Source: an optimization exercise on an open RTL-to-GDS flow (aim: small area and a short achievable clock period). Production flows keep margins and buffers that such runs may drop. Function was checked by simulation only, so behaviour that the tests miss may differ from the original.

==> flow/run.sh <==
#!/bin/bash
# synth_recipe.tcl (not shown) runs the flow's synth.tcl, then flattens the netlist and writes it again
# the make line also repeats each setting of config.mk as NAME=value (left out here)
make -C /OpenROAD-flow-scripts/flow DESIGN_CONFIG=/design/flow/config.mk WORK_HOME=/design/flow/orfs CLKGATE_MAP_FILE= SYNTH_SCRIPT=/design/flow/synth_recipe.tcl finish
==> flow/config.mk <==
export PLATFORM = sky130hd
export DESIGN_NAME = pipeline_riscv
export DESIGN_NICKNAME = pipeline_riscv
export VERILOG_FILES = /design/flow/design.v
export SDC_FILE = /design/flow/constraint.sdc
export NUM_CORES = 4
export LEC_CHECK = 0
export CAP_MARGIN = 20
export CORE_MARGIN = 2
export CORE_UTILIZATION = 40
export SLEW_MARGIN = 20
==> flow/constraint.sdc <==
create_clock -name core_clock -period 16.0 [get_ports {clk}]
set_input_delay 3.2000 -clock core_clock [delete_from_list [all_inputs] [get_ports {clk}]]
set_output_delay 3.2000 -clock core_clock [all_outputs]
set_load 0.01 [all_outputs]
==> flow/design.v <==
module alu(
    input [31:0] input_a,
    input [31:0] input_b,
    input [4:0] instruction,
    output reg [31:0] result
);
    reg [32:0] temp;       
    wire overflow;       
    wire zero;       
    wire lt_unsigned;       
    wire lt;       
    always @(input_a or input_b or instruction)
        begin
            case (instruction)
                5'b00000: temp <= {1'b0, input_a} + {1'b0, input_b};
                5'b00110: temp <= {1'b0, input_a} & {1'b0, input_b};
                5'b00100:  temp <= {1'b0, input_a} | {1'b0, input_b};
                5'b00101: temp <= {1'b0, input_a} ^ {1'b0, input_b};
                5'b00111: temp <= {1'b0, input_b};
                default:temp <= {1'b0, input_a} - {1'b0, input_b};  
            endcase
        end
    assign overflow = (input_a[31:31] & (~input_b[31:31]) & (~temp[31:31])) | (~input_a[31:31] & input_b[31:31] & temp[31:31]);
    assign zero = temp == 0;
    assign lt_unsigned = temp[32:32] == 0;
    assign lt = temp[31:31] ^ overflow;
    always @(temp or zero or lt_unsigned or lt or instruction)
        begin
            case (instruction)
                5'b01010:result <= lt ? 1:0;
                5'b01100: result <= lt_unsigned ? 1:0;
                5'b01011: result <= lt ? 0:1;
                5'b01101: result <= lt_unsigned ? 0:1;
                5'b01000: result <= zero ? 1:0;
                5'b01001: result <= zero ? 0:1;
                default:result <= temp[31:0];
            endcase
        end
endmodule
module shift(
    input [4:0] instruction,
    input [31:0] input_a,
    input [4:0] input_b,
    output [31:0] result
);
    reg [31:0] tmp;
    always @(instruction or input_a or input_b or tmp)
        begin
            tmp = input_a;
            if (input_b[0]) tmp = (instruction == 5'b10001) ? tmp << 1:(instruction == 5'b10011) ? tmp >> 1:tmp >>> 1;
            if (input_b[1]) tmp = (instruction == 5'b10001) ? tmp << 2:(instruction == 5'b10011) ? tmp >> 2:tmp >>> 2;
            if (input_b[2]) tmp = (instruction == 5'b10001) ? tmp << 4:(instruction == 5'b10011) ? tmp >> 4:tmp >>> 4;
            if (input_b[3]) tmp = (instruction == 5'b10001) ? tmp << 8:(instruction == 5'b10011) ? tmp >> 8:tmp >>> 8;
            if (input_b[4]) tmp = (instruction == 5'b10001) ? tmp << 16:(instruction == 5'b10011) ? tmp >> 16:tmp >>> 16;
        end
    assign result = tmp;
endmodule
module forward(
    input [4:0] execute_destination_register_number,
    input [31:0] execute_result_forward,
    input execute_forward_enable,
    input [4:0] memory_access_destination_register_number,
    input [31:0] memory_access_result_forward,
    input memory_access_forward_enable,
    input [4:0] write_back_destination_register_number,
    input [31:0] write_back_result_forward,
    input [4:0] register_number_a,
    input [31:0] register_value_a,
    output reg [31:0] result_a,
    input [4:0] register_number_b,
    input [31:0] register_value_b,
    output reg [31:0] result_b
);
    always @(*) begin
        result_a = (
                execute_destination_register_number == register_number_a &&
                execute_forward_enable
            ) ? execute_result_forward : ((
                memory_access_destination_register_number == register_number_a &&
                memory_access_forward_enable
            ) ? memory_access_result_forward : ((
                write_back_destination_register_number == register_number_a &&
                write_back_destination_register_number != 0
            ) ? write_back_result_forward : register_value_a));
        result_b = (
                execute_destination_register_number == register_number_b &&
                execute_forward_enable
            ) ? execute_result_forward : ((
                memory_access_destination_register_number == register_number_b &&
                memory_access_forward_enable
            ) ? memory_access_result_forward : ((
                write_back_destination_register_number == register_number_b &&
                write_back_destination_register_number != 0
            ) ? write_back_result_forward : register_value_b));
    end
endmodule
module rf(
    input clk,
    input [4:0] register_number_a,
    input [4:0] register_number_b,
    output [31:0] data_a,
    output [31:0] data_b,
    input [4:0] destination_register_numer,
    input [31:0] write_data
);
    reg [31:0] register_file [1:31];
    always @(posedge clk)
        begin
            if (destination_register_numer != 5'b00000)
                register_file[destination_register_numer] <= write_data;
        end
    assign data_a = (register_number_a != 0) ? register_file[register_number_a]:32'h0000_0000;
    assign data_b = (register_number_b != 0) ? register_file[register_number_b]:32'h0000_0000;
endmodule  
module instruction_decoder(
    input wire [31:0] IR,
    output reg [4:0] alu_instruction,
    output reg [31:0] immediate_value,
    output reg [2:0] instruction_format_type,
    output reg [1:0] write_back_type,
    output reg [1:0] read_status,
    output reg [1:0] write_status,
    output reg [4:0] destination_register_number,
    output reg load_signed,
    output reg pc_for_input_a,
    output reg change_branch_instruction
);
    always @(IR)
        begin
            instruction_format_type <= 3'b000;
            alu_instruction <= 5'b00000;   
            write_back_type <= 2'b00;
            write_status <= 2'b00;   
            read_status <= 2'b00;
            load_signed <= 0;    
            pc_for_input_a <= 0;    
            change_branch_instruction <= 0;   
            case (IR[6:0])
                7'b0110111:
                begin
                    instruction_format_type <= 3'b100;
                    alu_instruction <= 5'b00111;
                end
                7'b0010111:
                begin
                    instruction_format_type <= 3'b100;
                    pc_for_input_a <= 1;
                end
                7'b1101111:
                begin
                    instruction_format_type <= 3'b101;
                    pc_for_input_a <= 1;
                    change_branch_instruction <= 1;
                    write_back_type <= 2'b10;
                end
                7'b1100111:
                begin
                    instruction_format_type <= 3'b010;
                    change_branch_instruction <= 1;
                    write_back_type <= 2'b10;
                end
                7'b1100011:
                begin
                    instruction_format_type <= 3'b110;
                    change_branch_instruction <= 1'b1;
                    case (IR[14:12] )
                        3'b000: begin alu_instruction <= 5'b01000; end  
                        3'b001: begin alu_instruction <= 5'b01001; end  
                        3'b100: begin alu_instruction <= 5'b01010; end  
                        3'b101: begin alu_instruction <= 5'b01011; end  
                        3'b110: begin alu_instruction <= 5'b01100; end  
                        3'b111: begin alu_instruction <= 5'b01101; end  
                    endcase  
                end
                7'b0000011:
                begin
                    instruction_format_type <= 3'b010;
                    write_back_type <= 2'b01;
                    case (IR[14:12] )
                        3'b000: begin
                            read_status <= 2'b01;
                            load_signed <= 1;
                        end  
                        3'b001: begin
                            read_status <= 2'b10;
                            load_signed <= 1;
                        end  
                        3'b010: begin
                            read_status <= 2'b11;
                            load_signed <= 1;
                        end  
                        3'b100: begin read_status <= 2'b01; end  
                        3'b101: begin read_status <= 2'b10; end  
                        3'b110: begin read_status <= 2'b11; end  
                    endcase  
                end
                7'b0100011:
                begin
                    instruction_format_type <= 3'b011;
                    case (IR[14:12])
                        3'b000: begin write_status <= 2'b01; end  
                        3'b001: begin write_status <= 2'b10; end  
                        3'b010: begin write_status <= 2'b11; end  
                    endcase  
                end
                7'b0010011:  
                begin
                    instruction_format_type <= 3'b010;
                    case (IR[14:12])
                        3'b000: begin alu_instruction <= 5'b00000; end  
                        3'b001:
                            begin
                            if (IR[31:25] == 7'b0000000) alu_instruction <= 5'b10001;       
                            end
                        3'b010: begin alu_instruction <= 5'b01010; end  
                        3'b011: begin alu_instruction <= 5'b01100; end  
                        3'b100: begin alu_instruction <= 5'b00101; end  
                        3'b101:
                            begin
                            if (IR[31:25] == 7'b0000000) alu_instruction <= 5'b10011; else  
                            if (IR[31:25] == 7'b0100000) alu_instruction <= 5'b10010;       
                            end
                        3'b110: begin alu_instruction <= 5'b00100; end  
                        3'b111: begin alu_instruction <= 5'b00110; end  
                    endcase  
                end
                7'b0110011:  
                begin
                    instruction_format_type <= 3'b001;
                    case (IR[14:12])
                        3'b000:
                            begin
                            if (IR[31:25] == 7'b0000000) alu_instruction <= 5'b00000; else  
                            if (IR[31:25] == 7'b0100000) alu_instruction <= 5'b00001;       
                            end
                        3'b001:
                            begin
                            if (IR[31:25] == 7'b0000000) alu_instruction <= 5'b10001;       
                            end
                        3'b010:
                            begin
                            if (IR[31:25] == 7'b0000000) alu_instruction <= 5'b01010;        
                            end
                        3'b011:
                            begin
                            if (IR[31:25] == 7'b0000000) alu_instruction <= 5'b01100;       
                            end
                        3'b100:
                            begin
                            if (IR[31:25] == 7'b0000000) alu_instruction <= 5'b00101;       
                            end
                        3'b101:
                            begin
                            if (IR[31:25] == 7'b0000000) alu_instruction <= 5'b10011; else  
                            if (IR[31:25] == 7'b0100000) alu_instruction <= 5'b10010;       
                            end
                        3'b110:
                            begin
                            if (IR[31:25] == 7'b0000000) alu_instruction <= 5'b00100;        
                            end
                        3'b111:
                            begin
                            if (IR[31:25] == 7'b0000000) alu_instruction <= 5'b00110;       
                            end
                    endcase  
                end
                7'b0001111:  
                begin
                end
                7'b1110011:  
                begin
                end
            endcase  
        end
    always @(*)
        begin
            destination_register_number <= 5'b0000;  
            case (instruction_format_type)
                3'b001, 3'b010, 3'b100, 3'b101 :destination_register_number <= IR[11: 7];
            endcase  
        end
    always @(*)
        begin
            immediate_value <= {{20{IR[31]}}, IR[31:20]};                                               
            case (instruction_format_type)
                3'b011:immediate_value <= {{20{IR[31]}}, IR[31:25], IR[11: 7] };            
                3'b110:immediate_value <= {{20{IR[31]}}, IR[7], IR[30:25], IR[11:8], 1'b0};            
                3'b100:immediate_value <= {IR[31:12], 12'h000};            
                3'b101:immediate_value <= {{11{IR[31]}}, IR[31], IR[19:12], IR[20], IR[30:21], 1'b0};  
            endcase  
        end
endmodule
module daligner#(
    parameter DMEM_BASE=32'h0010_0000
)   (
        input clk,
        input [31:0] alu_result,
        input [31:0] input_data,
        output reg [31:0] read_output,
        input [1:0] write_status,  
        input [1:0] read_status,  
        input load_signed,  
        output [14:0] mem_addr,
        input [31:0] mem_rdata,
        output mem_we,
        output [3:0] mem_wstrb,
        output [31:0] mem_wdata
    );
    wire [31:2] memory_address;
    wire enable_data_memory;
    wire [31:0] data_memory_output;
    reg [3:0] write_flag;
    reg [31:0] write_data;
    assign memory_address = alu_result[31:2];
    always @(*)
        begin
            case (write_status)
                2'b01: 
                    case (alu_result[1:0])  
                        2'b00:
                            begin
                                write_data <= {input_data[7:0], 24'h00_0000};
                                write_flag <= 4'b1000;
                            end
                        2'b01:
                            begin
                                write_data <= {8'h00, input_data[7:0], 16'h0000};
                                write_flag <= 4'b0100;
                            end
                        2'b10:
                            begin
                                write_data <= {16'h0000, input_data[7:0], 8'h00};
                                write_flag <= 4'b0010;
                            end
                        2'b11:
                            begin
                                write_data <= {24'h0000_00, input_data[7:0]};
                                write_flag <= 4'b0001;
                            end
                    endcase
                2'b10: 
                    case (alu_result[1])  
                        1'b0:
                            begin
                                write_data <= {input_data[7:0], input_data[15:8], 16'h0000};
                                write_flag <= 4'b1100;
                            end
                        1'b1:
                            begin
                                write_data <= {16'h0000, input_data[7:0], input_data[15:8]};
                                write_flag <= 4'b0011;
                            end
                    endcase
                2'b11:         
                    begin
                        write_data <= {input_data[7:0], input_data[15:8], input_data[23:16], input_data[31:24]};
                        write_flag <= 4'b1111;
                    end
                default:     
                    begin
                        write_data <= 32'h0000_0000;
                        write_flag <= 4'b0000;
                    end
            endcase
        end
    always @(*)
        begin
            case (read_status)
                2'b01:
                    case (alu_result[1:0])     
                        2'b00: read_output <= {{24{(load_signed) ? data_memory_output[31]:1'b0}}, data_memory_output[31:24]};
                        2'b01: read_output <= {{24{(load_signed) ? data_memory_output[23]:1'b0}}, data_memory_output[23:16]};
                        2'b10: read_output <= {{24{(load_signed) ? data_memory_output[15]:1'b0}}, data_memory_output[15:8]};
                        2'b11: read_output <= {{24{(load_signed) ? data_memory_output[7]:1'b0}}, data_memory_output[7:0]};
                    endcase
                2'b10:
                    case (alu_result[1])     
                        1'b0: read_output <= {{16{(load_signed) ? data_memory_output[23]:1'b0}}, data_memory_output[23:16], data_memory_output[31:24]};
                        1'b1: read_output <= {{16{(load_signed) ? data_memory_output[7]:1'b0}}, data_memory_output[7:0], data_memory_output[15:8]};
                    endcase
                2'b11:   
                    read_output <= {data_memory_output[7:0], data_memory_output[15:8], data_memory_output[23:16], data_memory_output[31:24]};
                default:
                    read_output <= 32'h0000_0000;
            endcase  
        end
    assign enable_data_memory = ((write_status != 2'b00) && (memory_address[31:20] == DMEM_BASE[31:20]));
    assign data_memory_output = mem_rdata;
    assign mem_addr = memory_address[16:2];
    assign mem_we = enable_data_memory && (| write_flag);
    assign mem_wstrb = write_flag;
    assign mem_wdata = write_data;
endmodule
module fetch_decode(
    input clk,
    input reset,
    input [31: 0] predict_pc,
    input jalr,
    input ret,
    input [31: 0] stage_r_pc,
    input mispredict,
    input [31: 0] stage_e_pc,
    output [31:0] imem_addr,
    input [31:0] imem_data,
    output reg [4:0] execute_instruction,
    output reg [31:0] immediate_value,
    output reg [2:0] instruction_format_type,
    output reg [1:0] write_back_type,
    output reg [1:0] read_status,
    output reg [1:0] write_status,
    output reg [4:0] destination_register_number,
    output reg [4:0] register_number_a,
    output reg [4:0] register_number_b,
    output reg load_signed,
    output reg pc_for_input_a,
    output reg immediate_value_for_b,
    output reg change_branch_instruction,
    output reg jalr_output,
    output reg condition_branch,
    output reg taken,
    output reg [31: 0] predict_pc_output,
    output reg reset_ra_and_ex,
    output reg [31:0] pc
);
    reg[31:0] pc_internal;
    wire[31:0] be_instruction;
    wire[31:0] instruction;
    reg prev_hiccup;
    reg prev_jalr;
    wire need_hiccup;
    reg prev_load;
    reg [4:0] prev_destination_register_number;
    wire [4:0] register_number_a_wire;
    wire [4:0] register_number_b_wire;
    always @(posedge clk or posedge reset)
        begin
            if(reset) begin
                pc_internal <= 32'h0000_0000;
                reset_ra_and_ex <= 0;
            end else begin
                if (jalr == 1) begin  
                    pc_internal <= stage_r_pc;
                    reset_ra_and_ex <= 0;
                end else if (mispredict == 1) begin  
                    pc_internal <= stage_e_pc;
                    reset_ra_and_ex <= 1;
                end else if (!prev_hiccup) begin  
                    pc_internal <= predict_pc;
                    reset_ra_and_ex <= 0;
                end
            end
        end
    assign imem_addr = pc_internal;
    assign be_instruction = imem_data;
    assign instruction = {be_instruction[7:0], be_instruction[15:8], be_instruction[23:16], be_instruction[31:24]};
    assign register_number_a_wire = instruction[19:15];
    assign register_number_b_wire = instruction[24:20];
    assign need_hiccup = (
        !prev_hiccup && ((
            prev_load == 1 && (
                prev_destination_register_number == register_number_a_wire ||
                prev_destination_register_number == register_number_b_wire
            )
        ) ||(prev_jalr))) || ret;
    wire [4:0] execute_instruction_wire;
    wire [31:0] immediate_value_wire;
    wire [2:0] instruction_format_type_wire;
    wire [1:0] write_back_type_wire;
    wire [1:0] read_status_wire;
    wire [1:0] write_status_wire;
    wire [4:0] destination_register_number_wire;
    wire load_signed_wire;
    wire pc_for_input_a_wire;
    wire change_branch_instruction_wire;
    instruction_decoder decoder(
        .IR(instruction),
        .alu_instruction(execute_instruction_wire),
        .immediate_value(immediate_value_wire),
        .instruction_format_type(instruction_format_type_wire),
        .write_back_type(write_back_type_wire),
        .read_status(read_status_wire),
        .write_status(write_status_wire),
        .load_signed(load_signed_wire),
        .destination_register_number(destination_register_number_wire),
        .pc_for_input_a(pc_for_input_a_wire),
        .change_branch_instruction(change_branch_instruction_wire)
    );
    always @(negedge clk) begin
        execute_instruction <= execute_instruction_wire;
        immediate_value <= immediate_value_wire;
        instruction_format_type <= instruction_format_type_wire;
        read_status <= read_status_wire;
        write_status <= write_status_wire;
        load_signed <= load_signed_wire;
        destination_register_number <= destination_register_number_wire;
        pc_for_input_a <= pc_for_input_a_wire;
        immediate_value_for_b <= (instruction_format_type_wire != 3'b001 && instruction_format_type_wire != 3'b110);
        change_branch_instruction <= change_branch_instruction_wire;
        register_number_a <= register_number_a_wire;
        register_number_b <= register_number_b_wire;
        pc <= pc_internal;
        condition_branch <= instruction_format_type_wire == 3'b110;
        jalr_output <= (write_back_type_wire == 2'b10 && instruction_format_type_wire == 3'b010);
        taken <= instruction_format_type_wire != 3'b110;
        if(change_branch_instruction_wire && instruction_format_type_wire == 3'b101) begin
            predict_pc_output <= pc_internal + immediate_value_wire;
        end else begin  
            predict_pc_output <= pc_internal + 4;
        end
        prev_jalr <= (write_back_type_wire == 2'b10 && instruction_format_type_wire == 3'b010);
    end
    always @(negedge clk or posedge reset) begin
        if (reset) begin
            write_back_type <= 2'b11;
            prev_load <= 0;
            prev_destination_register_number <= 5'b00000;
            prev_hiccup <= 0;
        end else begin
            write_back_type <= need_hiccup ? 2'b11 : write_back_type_wire;
            prev_load <= write_back_type_wire == 2'b01;
            prev_destination_register_number <= destination_register_number_wire;
            prev_hiccup <= prev_hiccup ? 0 : need_hiccup;
        end
    end
endmodule
module register_access(
    input clk,
    input reset,
    input core_reset,
    input [4:0] register_number_a,
    input [4:0] register_number_b,
    input pc_for_a,
    input immediate_value_for_b,
    input [31:0] pc,
    input [31:0] immediate_value,
    input [4:0] execute_instruction_input,
    input condition_branch_input,
    input taken_input,
    input [1:0] read_status_input,
    input [1:0] write_status_input,
    input load_signed_input,
    input [4:0] destination_register_number_input,
    input [1:0] write_back_type_input,
    output reg [31:0] data_a,
    output reg [31:0] data_b,
    output reg [31: 0] rs2_value,
    output reg [4:0] execute_instruction_output,
    output reg condition_branch_output,
    output reg taken_output,
    output reg [31:0] immediate_value_output,
    output reg [31:0] pc_output,
    output reg [1:0] read_status_output,
    output reg [1:0] write_status_output,
    output reg load_signed_output,
    output reg [4:0] destination_register_number_output,
    output reg [1:0] write_back_type_output,
    input [4:0] destination_register_number,
    input [31:0] write_back_data,
    input jalr_input,
    output reg jalr_output,
    output reg [31:0] new_pc,
    output reg ret,
    input [4:0] execute_destination_register_number,
    input [31:0] execute_result_forward,
    input execute_forward_enable,
    input [4:0] memory_access_destination_register_number,
    input [31:0] memory_access_result_forward,
    input memory_access_forward_enable
);
    wire [31:0] register_data_a_internal;
    wire [31:0] register_data_b_internal;
    wire [31:0] result_a_internal;
    wire [31:0] result_b_internal;
    rf rf(
        .clk(clk),
        .register_number_a(register_number_a),
        .data_a(register_data_a_internal),
        .register_number_b(register_number_b),
        .data_b(register_data_b_internal),
        .destination_register_numer(destination_register_number),
        .write_data(write_back_data)
    );
    reg jalr_internal;
    reg pc_for_a_internal;
    reg immediate_value_for_b_internal;
    reg [31:0] pc_internal;
    reg [31:0] immediate_value_internal;
    reg condition_branch_internal;
    reg taken_internal;
    reg [1:0] read_status_internal;
    reg [1:0] write_status_internal;
    reg load_signed_internal;
    reg [4:0] destination_register_number_internal;
    reg [1:0] write_back_type_internal;
    reg [4:0] execute_instruction_internal;
    always @(posedge clk) begin
        pc_internal <= pc;
        destination_register_number_internal <= destination_register_number_input;
        write_back_type_internal <= write_back_type_input;
        pc_for_a_internal <= pc_for_a;
        immediate_value_for_b_internal <= immediate_value_for_b;
        immediate_value_internal <= immediate_value;
        execute_instruction_internal <= execute_instruction_input;
        condition_branch_internal <= condition_branch_input;
        taken_internal <= taken_input;
        read_status_internal <= read_status_input;
        write_status_internal <= write_status_input;
        load_signed_internal <= load_signed_input;
        jalr_internal <= jalr_input;
    end
    forward fd (
        .execute_destination_register_number(execute_destination_register_number),
        .execute_result_forward(execute_result_forward),
        .execute_forward_enable(execute_forward_enable),
        .memory_access_destination_register_number(memory_access_destination_register_number),
        .memory_access_result_forward(memory_access_result_forward),
        .memory_access_forward_enable(memory_access_forward_enable),
        .write_back_destination_register_number(destination_register_number),
        .write_back_result_forward(write_back_data),
        .register_number_a(register_number_a),
        .register_value_a(register_data_a_internal),
        .result_a(result_a_internal),
        .register_number_b(register_number_b),
        .register_value_b(register_data_b_internal),
        .result_b(result_b_internal)
    );
    always @(negedge clk or posedge core_reset) begin
        if (core_reset)
            ret <= 0;
        else if (jalr_internal)
            ret <= write_back_type_internal !=2'b11 && destination_register_number_internal == 5'b00000;
    end
    always@(negedge clk) begin
        jalr_output <= jalr_internal && write_back_type_internal !=2'b11;
        if(jalr_internal) begin
            new_pc <= (pc_for_a_internal ? pc_internal : result_a_internal) + immediate_value_internal;
        end
        data_a <= pc_for_a_internal ? pc_internal : result_a_internal;
        data_b <= immediate_value_for_b_internal ? immediate_value_internal : result_b_internal;
        rs2_value <= result_b_internal;
        execute_instruction_output <= execute_instruction_internal;
        condition_branch_output <= condition_branch_internal;
        taken_output <= taken_internal;
        immediate_value_output <= immediate_value_internal;
        pc_output <= pc_internal;
        read_status_output <= read_status_internal;
        write_status_output <= reset ? 2'b00 : write_status_internal;
        load_signed_output <= load_signed_internal;
        destination_register_number_output <= destination_register_number_internal;
        write_back_type_output <= reset ? 2'b11 : write_back_type_internal;
    end
endmodule
module execute(
    input clk,
    input reset,
    input [31:0] data_a,
    input [31:0] data_b,
    input [31:0] rs2_value_input,
    input [31:0] immediate_value,
    input [4:0] instruction,
    input [31:0] pc,
    input condition_branch,
    input taken,
    input [1:0] read_status_input,
    input [1:0] write_status_input,
    input load_signed_input,
    input [4:0] destination_register_number_input,
    input [1:0] write_back_type_input,
    output reg [31:0] pc_output,
    output reg [31:0] result,
    output reg mispredict,
    output reg [31:0] new_pc,
    output reg [31:0] rs2_value_output,
    output reg [1:0] read_status_output,
    output reg [1:0] write_status_output,
    output reg load_signed_output,
    output reg [4:0] destination_register_number_output,
    output reg [1:0] write_back_type_output,
    output [31:0] value_forward,
    output [4:0] register_forward,
    output forward_enable
);
    wire [31:0] alu_output;
    wire [31:0] shift_output;
    alu alu(
        .input_a(data_a),
        .input_b(data_b),
        .instruction(instruction),
        .result(alu_output)
    );
    shift shift(
        .input_a(data_a),
        .input_b(data_b[4:0]),
        .instruction(instruction),
        .result(shift_output)
    );
    reg [31:0] result_internal;
    reg mispredict_internal;
    reg [31:0] new_pc_internal;
    reg [31:0] rs2_value_internal;
    reg [1:0] read_status_internal;
    reg [1:0] write_status_internal;
    reg load_signed_internal;
    reg [31:0] pc_internal;
    reg [4:0] destination_register_number_internal;
    reg [1:0] write_back_type_internal;
    reg condition_branch_internal;
    reg taken_internal;
    reg [31:0] immediate_value_internal;
    assign value_forward = (instruction[4:2] == 3'b100) ? shift_output : alu_output;
    assign forward_enable = (write_back_type_input == 2'b00) && (write_back_type_input != 2'b11) && destination_register_number_input != 0;
    assign register_forward = destination_register_number_input;
    always @(posedge clk) begin
        pc_internal <= pc;
        result_internal <= (instruction[4:2] == 3'b100) ? shift_output : alu_output;
        rs2_value_internal <= rs2_value_input;
        read_status_internal <= read_status_input;
        write_status_internal <= write_status_input;
        load_signed_internal <= load_signed_input;
        destination_register_number_internal <= destination_register_number_input;
        write_back_type_internal <= write_back_type_input;
        condition_branch_internal <= condition_branch;
        taken_internal <= taken;
        immediate_value_internal <= immediate_value;
    end
    always @(negedge clk) begin
        result <= result_internal;
        if (write_back_type_internal != 2'b11 && condition_branch_internal && result_internal[0] && !taken_internal) begin
            mispredict <= 1;
            new_pc <= pc_internal + immediate_value_internal;
        end else begin
            mispredict <= 0;
        end
        rs2_value_output <= rs2_value_internal;
        read_status_output <= read_status_internal;
        write_status_output <= reset ? 2'b00 : write_status_internal;
        load_signed_output <= load_signed_internal;
        pc_output <= pc_internal;
        destination_register_number_output <=  destination_register_number_internal;
        write_back_type_output <= reset ? 2'b11 : write_back_type_internal;
    end
endmodule
module memory_access#(
    parameter DMEM_BASE=32'h0010_0000
) (
    input clk,
    input [31:0] execute_result,
    input [31:0] write_input,
    input [1:0] read_status,
    input [1:0] write_status,
    input load_signed,
    input [31:0] pc_input,
    input [4:0] destination_register_number_input,
    input [1:0] write_back_type_input,
    output reg [31:0] read_output,
    output reg [31:0] execute_result_output,
    output reg [31:0] pc_output,
    output reg [4:0] destination_register_number_output,
    output reg [1:0] write_back_type_output,
    output [31:0] value_forward,
    output [4:0] register_forward,
    output forward_enable,
    output [14:0] mem_addr,
    input [31:0] mem_rdata,
    output mem_we,
    output [3:0] mem_wstrb,
    output [31:0] mem_wdata
);
    wire [31:0] da_output;  
    reg [31:0] pc_internal; 
    reg [4:0] destination_register_number_internal;
    reg [1:0] write_back_type_internal;
    reg [31:0] write_input_internal;
    reg [31:0] read_output_internal;
    reg [1:0] write_status_internal;
    reg [31:0] execute_result_internal;
    reg load_signed_internal;
    reg hiccup_internal;
    wire hiccup;
    wire [1:0] write_status_for_da;
    assign hiccup = (write_back_type_input == 2'b11);
    assign write_status_for_da = hiccup ? 2'b00 : write_status;
    daligner #(
        .DMEM_BASE(DMEM_BASE)
    ) da (
        .clk(clk),
        .alu_result(execute_result),
        .input_data(write_input_internal),
        .read_output(da_output),
        .read_status(read_status),
        .write_status(write_status_internal),
        .load_signed(load_signed),
        .mem_addr(mem_addr),
        .mem_rdata(mem_rdata),
        .mem_we(mem_we),
        .mem_wstrb(mem_wstrb),
        .mem_wdata(mem_wdata)
    );
    assign forward_enable = (write_back_type_input == 2'b01 || write_back_type_input == 2'b00) && destination_register_number_input != 0;
    assign value_forward = write_back_type_input == 2'b01 ? da_output : execute_result;
    assign register_forward = destination_register_number_input;
    always @(posedge clk) begin
        pc_internal <= pc_input;
        destination_register_number_internal <= destination_register_number_input;
        write_back_type_internal <= write_back_type_input;
        write_input_internal <= write_input;
        write_status_internal <= write_status_for_da;
        load_signed_internal <= load_signed;
        execute_result_internal <= execute_result;
        hiccup_internal <= hiccup;
        read_output_internal <= da_output;
    end
    always @(negedge clk) begin
        pc_output <= pc_internal;
        read_output <= read_output_internal;
        execute_result_output <= execute_result_internal;
        destination_register_number_output <= destination_register_number_internal;
        write_back_type_output <= write_back_type_internal;
    end
endmodule
module write_back(
    input clk,
    input [1:0] write_back_type,
    input [31:0] pc,
    input [31:0] memory_read_output,
    input [31:0] execute_result,
    input [4:0] write_back_register_input,
    output [31:0] write_back_value,
    output [4:0] write_back_register
);
    reg [31:0] write_back_value_internal;
    reg [4:0] write_back_register_internal;
    assign write_back_value = (write_back_type == 2'b01) ? 
        memory_read_output : (
            (write_back_type == 2'b10) ? pc + 4 : (
                (write_back_type == 2'b00) ? execute_result : 0
            )
        );
    assign write_back_register = write_back_type == 2'b11 ? 5'b00000 : write_back_register_input;
endmodule
module pipeline_riscv#(
    parameter DMEM_BASE=32'h0010_0000
)(
    input clk,   
    input reset_n,  
    output [31:0] imem_addr,
    input [31:0] imem_data,
    output [14:0] dmem_addr,
    input [31:0] dmem_rdata,
    output dmem_we,
    output [3:0] dmem_wstrb,
    output [31:0] dmem_wdata,
    output [31:0] write_back_value,
    output [4:0] write_back_register
);
    wire reset;
    assign reset = ~reset_n;
    wire [31: 0] predict_pc;
    wire ra_jalr_output;
    wire ra_jalr_input;
    wire [31: 0] stage_e_pc;
    wire mispredict;
    wire [31: 0] stage_r_pc;
    wire jalr;
    wire ret;
    wire [4:0] execute_instruction_input_ra;
    wire [31:0] immediate_value_ra_input;
    wire [2:0] instruction_format_type;
    wire [1:0] write_back_type_ra_input;
    wire [1:0] read_status_ra_input;
    wire [1:0] write_status_ra_input;
    wire [4:0] destination_register_number_ra_input;
    wire [4:0] register_number_a;
    wire [4:0] register_number_b;
    wire load_signed_ra_input;
    wire pc_for_input_a;
    wire immediate_value_for_b;
    wire change_branch_instruction;
    wire [31:0] pc_ra_input;
    wire condition_branch_input_ra;
    wire taken_input_ra;
    wire reset_ra_and_ex;
    wire [31:0] data_a;
    wire [31:0] data_b;
    wire [4:0] execute_instruction;
    wire condition_branch;
    wire taken;
    wire [31:0] pc_ex_input;
    wire [31:0]immediate_value_ex_input;
    wire [31:0] rs2_value_ex_input;
    wire [1:0] read_status_ex_input;
    wire [1:0] write_status_ex_input;
    wire load_signed_ex_input;
    wire [4:0] destination_register_number_ex_input;
    wire [1:0] write_back_type_ex_input;
    wire [31:0] ex_result_ma_input;
    wire [31:0] rs2_value;
    wire [1:0] read_status;
    wire [1:0] write_status;
    wire load_signed;
    wire [31:0] pc_ma_input;
    wire [4:0] destination_register_number_ma_input;
    wire [1:0] write_back_type_ma_input;
    wire [31:0] ex_value_forward;
    wire [4:0] ex_register_forward;
    wire ex_forward_enable;
    wire [31:0] read_ouput;
    wire [31:0] ex_result;
    wire [31:0] pc;
    wire [4:0] destination_register_number_wb_input;
    wire [1:0] write_back_type;
    wire [31:0] ma_value_forward;
    wire [4:0] ma_register_forward;
    wire ma_forward_enable;
    wire [4:0] destination_register_number;
    fetch_decode fd (
        .clk(clk),
        .reset(reset),
        .predict_pc(predict_pc),
        .jalr(ra_jalr_output),
        .ret(ret),
        .stage_r_pc(stage_r_pc),
        .mispredict(mispredict),
        .stage_e_pc(stage_e_pc),
        .imem_addr(imem_addr),
        .imem_data(imem_data),
        .execute_instruction(execute_instruction_input_ra),
        .immediate_value(immediate_value_ra_input),
        .instruction_format_type(instruction_format_type),
        .write_back_type(write_back_type_ra_input),
        .read_status(read_status_ra_input),
        .write_status(write_status_ra_input),
        .destination_register_number(destination_register_number_ra_input),
        .register_number_a(register_number_a),
        .register_number_b(register_number_b),
        .load_signed(load_signed_ra_input),
        .pc_for_input_a(pc_for_input_a),
        .immediate_value_for_b(immediate_value_for_b),
        .change_branch_instruction(change_branch_instruction),
        .jalr_output(jalr),
        .predict_pc_output(predict_pc),
        .pc(pc_ra_input),
        .condition_branch(condition_branch_input_ra),
        .taken(taken_input_ra),
        .reset_ra_and_ex(reset_ra_and_ex)
    );
    register_access ra(
        .clk(clk),
        .reset(reset_ra_and_ex),
        .core_reset(reset),
        .register_number_a(register_number_a),
        .register_number_b(register_number_b),
        .pc_for_a(pc_for_input_a),
        .immediate_value_for_b(immediate_value_for_b),
        .immediate_value(immediate_value_ra_input),
        .pc(pc_ra_input),
        .execute_instruction_input(execute_instruction_input_ra),
        .condition_branch_input(condition_branch_input_ra),
        .taken_input(taken_input_ra),
        .read_status_input(read_status_ra_input),
        .write_status_input(write_status_ra_input),
        .load_signed_input(load_signed_ra_input),
        .destination_register_number_input(destination_register_number_ra_input),
        .write_back_type_input(write_back_type_ra_input),
        .data_a(data_a),
        .data_b(data_b),
        .execute_instruction_output(execute_instruction),
        .condition_branch_output(condition_branch),
        .taken_output(taken),
        .read_status_output(read_status_ex_input),
        .write_status_output(write_status_ex_input),
        .load_signed_output(load_signed_ex_input),
        .destination_register_number_output(destination_register_number_ex_input),
        .write_back_type_output(write_back_type_ex_input),
        .destination_register_number(destination_register_number),
        .write_back_data(write_back_value),
        .jalr_input(jalr),
        .jalr_output(ra_jalr_output),
        .new_pc(stage_r_pc),
        .ret(ret),
        .pc_output(pc_ex_input),
        .immediate_value_output(immediate_value_ex_input),
        .rs2_value(rs2_value_ex_input),
        .execute_destination_register_number(ex_register_forward),
        .execute_result_forward(ex_value_forward),
        .execute_forward_enable(ex_forward_enable),
        .memory_access_destination_register_number(ma_register_forward),
        .memory_access_result_forward(ma_value_forward),
        .memory_access_forward_enable(ma_forward_enable)
    );
    execute ex(
        .clk(clk),
        .reset(reset_ra_and_ex),
        .data_a(data_a),
        .data_b(data_b),
        .rs2_value_input(rs2_value_ex_input),
        .immediate_value(immediate_value_ex_input),
        .instruction(execute_instruction),
        .pc(pc_ex_input),
        .condition_branch(condition_branch),
        .taken(taken),
        .read_status_input(read_status_ex_input),
        .write_status_input(write_status_ex_input),
        .load_signed_input(load_signed_ex_input),
        .destination_register_number_input(destination_register_number_ex_input),
        .write_back_type_input(write_back_type_ex_input),
        .pc_output(pc_ma_input),
        .result(ex_result_ma_input),
        .mispredict(mispredict),
        .new_pc(stage_e_pc),
        .rs2_value_output(rs2_value),
        .read_status_output(read_status),
        .write_status_output(write_status),
        .load_signed_output(load_signed),
        .destination_register_number_output(destination_register_number_ma_input),
        .write_back_type_output(write_back_type_ma_input),
        .value_forward(ex_value_forward),
        .register_forward(ex_register_forward),
        .forward_enable(ex_forward_enable)
    );
    memory_access #(
        .DMEM_BASE(DMEM_BASE)
    ) ma (
        .clk(clk),
        .pc_input(pc_ma_input),
        .execute_result(ex_result_ma_input),
        .write_input(rs2_value),
        .read_status(read_status),
        .write_status(write_status),
        .load_signed(load_signed),
        .destination_register_number_input(destination_register_number_ma_input),
        .write_back_type_input(write_back_type_ma_input),
        .read_output(read_ouput),
        .execute_result_output(ex_result),
        .pc_output(pc),
        .destination_register_number_output(destination_register_number_wb_input),
        .write_back_type_output(write_back_type),
        .value_forward(ma_value_forward),
        .register_forward(ma_register_forward),
        .forward_enable(ma_forward_enable),
        .mem_addr(dmem_addr),
        .mem_rdata(dmem_rdata),
        .mem_we(dmem_we),
        .mem_wstrb(dmem_wstrb),
        .mem_wdata(dmem_wdata)
    );
    assign write_back_register = destination_register_number;
    write_back wb(
        .clk(clk),
        .write_back_type(write_back_type),
        .pc(pc),
        .memory_read_output(read_ouput),
        .execute_result(ex_result),
        .write_back_register_input(destination_register_number_wb_input),
        .write_back_value(write_back_value),
        .write_back_register(destination_register_number)
    );
endmodule
==> notes.md <==
[metal layers]
layer  part of all wire, %  global-route usage (%)  wire (um)
met1                    41                    38.5     130000
met2                    44                    41.6     139000
met3                    10                    6.10      31700
met4                   5.2                    13.0      16600
met5                 0.064                       0        204
[power groups by stage]
stage          Sequential [mW]  Combinational (mW)  Clock (mW)
2_1_floorplan             6.31                1.57       0.220
5_1_grt                   6.58                2.85        5.75
6_report                  6.55                2.67        5.38
4_1_cts                   6.54                2.61        5.43
3_3_place_gp              6.62                2.57       0.220
3_5_place_dp              6.62                2.59       0.220
[worst reg2reg max path: cells and delay by family (launching register included)]
kind / cells / cell delay (ns)
AND/OR/NAND/NOR: 10 / 3.52
buffers and inverters: 1 / 0.21
XOR/XNOR: 1 / 0.31
AO/OA/AOI/OAI: 6 / 1.81
flip-flops: 1 / 0.50
adder cells (fa/ha/maj): 1 / 0.32
[Yosys cell counts, drive strengths merged, types with 14 or more instances]
| cell type | instances | share of area (%) |
|---|---|---|
| a21oi | 437 | 2.5 |
| nor3b | 18 | 0.17 |
| or2 | 18 | 0.13 |
| xnor2 | 149 | 1.5 |
| mux2 | 81 | 1.0 |
| and2 | 44 | 0.31 |
| o31ai | 14 | 0.12 |
| inv | 201 | 0.86 |
| ha | 194 | 2.8 |
| o211ai | 49 | 0.42 |
| clkbuf | 282 | 1.2 |
| nor4 | 15 | 0.11 |
| mux4 | 425 | 11 |
| and3 | 36 | 0.26 |
| dfrtp | 33 | 0.94 |
| nand4 | 26 | 0.19 |
| a22o | 21 | 0.21 |
| nor2 | 517 | 2.2 |
| nand2 | 405 | 1.7 |
| nor2b | 39 | 0.28 |
| buf | 146 | 0.85 |
| edfxtp | 1056 | 36 |
| a22oi | 63 | 0.54 |
| or3 | 15 | 0.11 |
| dfxtp | 883 | 20 |
| a31oi | 69 | 0.49 |
| a211oi | 74 | 0.64 |
| xor2 | 76 | 0.76 |
| a21o | 70 | 0.60 |
| nand3 | 84 | 0.48 |
| o22ai | 57 | 0.41 |
| o221ai | 16 | 0.17 |
| nor3 | 59 | 0.34 |
| o21a | 24 | 0.21 |
| mux2i | 415 | 4.7 |
| o21bai | 23 | 0.20 |
| a221oi | 136 | 1.4 |
| o21ai | 293 | 1.7 |
| nand2b | 21 | 0.15 |
[metrics by stage]
stage	util [%]	std cells
floorplan	-	6759
global placement	43.5	9746
global route	47.7	10700
finish	47.7	10700
detailed placement	43.5	9746
CTS	47.6	10700
[kinds of logic after synthesis]
| group | synth area share, % |
|---|---|
| adders and majority gates | 2.86 |
| AOI/OAI and AO/OA | 10.8 |
| DFF | 57.6 |
| xor gates and xnor gates | 2.25 |
| muxes | 16.7 |
| and+or+nand+nor | 6.86 |
| buffers and inverters | 2.93 |
[path summary, 6_finish.rpt]
| path | end | slack, ns | startpoint | cells after the start |
|---|---|---|---|---|
| hold / removal | fd.prev_hiccup$_DFF_NN0_ | 0.45 | fd.prev_hiccup$_DFF_NN0_ | 1 |
| setup / recovery | ra.new_pc[23]$_DFFE_NP_ | 0.22 | dmem_rdata[9] | 28 |
| setup reg to reg | ex.result_internal[0]$_DFF_P_ | 1.25 | ra.execute_instruction_output[4]$_DFF_N_ | 19 |
| hold reg to reg | fd.prev_hiccup$_DFF_NN0_ | 0.45 | fd.prev_hiccup$_DFF_NN0_ | 1 |
| max in group asynchronous | fd.write_back_type[1]$_DFF_NN1_ | 5.36 | reset_n | 1 |
| min in group asynchronous | fd.pc_internal[29]$_DFFE_PN0P_ | 2.73 | reset_n | 2 |
[layout by cell type (no fill, tap or decap), types with 253 or more instances in the layout]
cell	synthesis	final
dfxtp_1	883	864
edfxtp_1	1056	1056
buf_4	19	372
mux4_2	423	423
nand2_1	405	403
nor2_1	516	483
o21ai_0	260	253
mux2i_1	415	415
inv_1	197	780
a21oi_1	435	429
[area by class of cell]
class | instances | area share, %
Sequential cell | 1982 | 48.7
Antenna cell | 11 | 0.0266
Inverter | 203 | 0.740
Clock inverter | 707 | 3.48
Clock buffer | 246 | 5.14
Tap cell | 2854 | 3.45
Multi-Input combinational cell | 4145 | 33.8
Timing Repair Buffer | 565 | 4.62
[what timing repair did]
item / 4_1_cts / 5_1_grt
setup endpoints to repair: 9 / 10
pin swaps: 1 / 7
gates resized for setup: 4 / 19
setup buffers: 1 / 4
hold endpoints to repair: 0 / 0
==> results.cfg <==
[run_status]
outcome = no timing/DRC/antenna violations

[placed_design]
io_buffer_count = 186
post_dp_cell_area_sq_um = 94500
globalplace.congestion = 0.986
dp_hpwl_mm = 212
post-place-ws_ns = -1.19

[global_routing]
overflow = 0
grt_pass1_vias = 61200
grt_util_all_layers_pct = 27.8
grt_max_degree = 112
grt_pass1_wl_mm = 445
grt_antenna_before_repair = 28

[sta]
worst_hold_slack_ns = 0.453
timing.clock.skew_ns = 0.107
slew_headroom_pct = 16.7
setup_tns_ns = 0
setup_ws_ns = 0.225
tightest_slew_ns = 1.24
slew_viol_final = 0
finalHoldViolCount = 0
finalSetupViolations = 0

[yosys]
ys_dominant_reg_cell = edfxtp_1
syn_area_per_cell_sq_um = 13.0
synth_area_sq_um = 87600
synthArstFlopShare_pct = 2.17
ys_types = 99
syn_inst = 6759
synth_edf_count = 1056
yosysWarnings = 10
synth_seq_cells = 1982
syn_nets = 7023
ys_seq_area_share_pct = 57.6

[run]
maxCapViolCount = 0

[floorplanning]
start_util_pct = 40.3
fp.dieW_um = 472
die-height_um = 472
core-area_sq_um = 217000
dieArea_sq_um = 223000
io_pins = 187
rows = 171

[drt]
via_per_inst = 5.98
drt-pass1-iter-count = 6
wl_mm = 318
vias = 64100
drc_errors = 0
drtIter0Drc = 7991
drtAntennaViolNets = 0
wire_per_inst_um = 29.7

[setup_path]
cp.required_ns = 8.58
cp_num_buf_inv = 4
cp.arrival_ns = 8.35
path_class = in -> reg
path_delay_family = compound AO/OA/AOI/OAI gates
crit_fanout = 3
cp-end-kind = register
cpPeakStageDelay_ns = 0.46
startpoint_type = input pin
cpMaxStageDelayCell = mux4_2

[pwr]
swShare_pct = 31.5
p_leak_nw = 40.8
p_seq_share_pct = 44.9
combPwrFrac_pct = 18.3
vdd_drop_max_v = 0.000123
switching_power_mw = 4.60
p_int_mw = 10.0
finalPower_mw = 14.6
p_per_area_nw_per_um2 = 141
p_clk_share_pct = 36.8

[clock_tree]
cts_root_buf = clkbuf_16
holdBufCountCts = 0
path_clk_slew_ns = 0.05
cts_buffers = 198
cts_tree = done
clk_latency_ns = 0.87
cts_buffer_depth = 3
cts.sinks = 1982
htreeDepth = 4

[layout]
syn_to_final_growth_pct = 18.3
drive_gt1_share_pct = 16.9
nFillCells = 19200
fin_nets = 7943
ff_latch_area_sq_um = 50500
regMostFlops = ra.rf.register_file
largest_register_ff_count = 992
multi_input_area_sq_um = 35000
design_area_sq_um = 104000

[min_path]
hold_class = reg -> reg
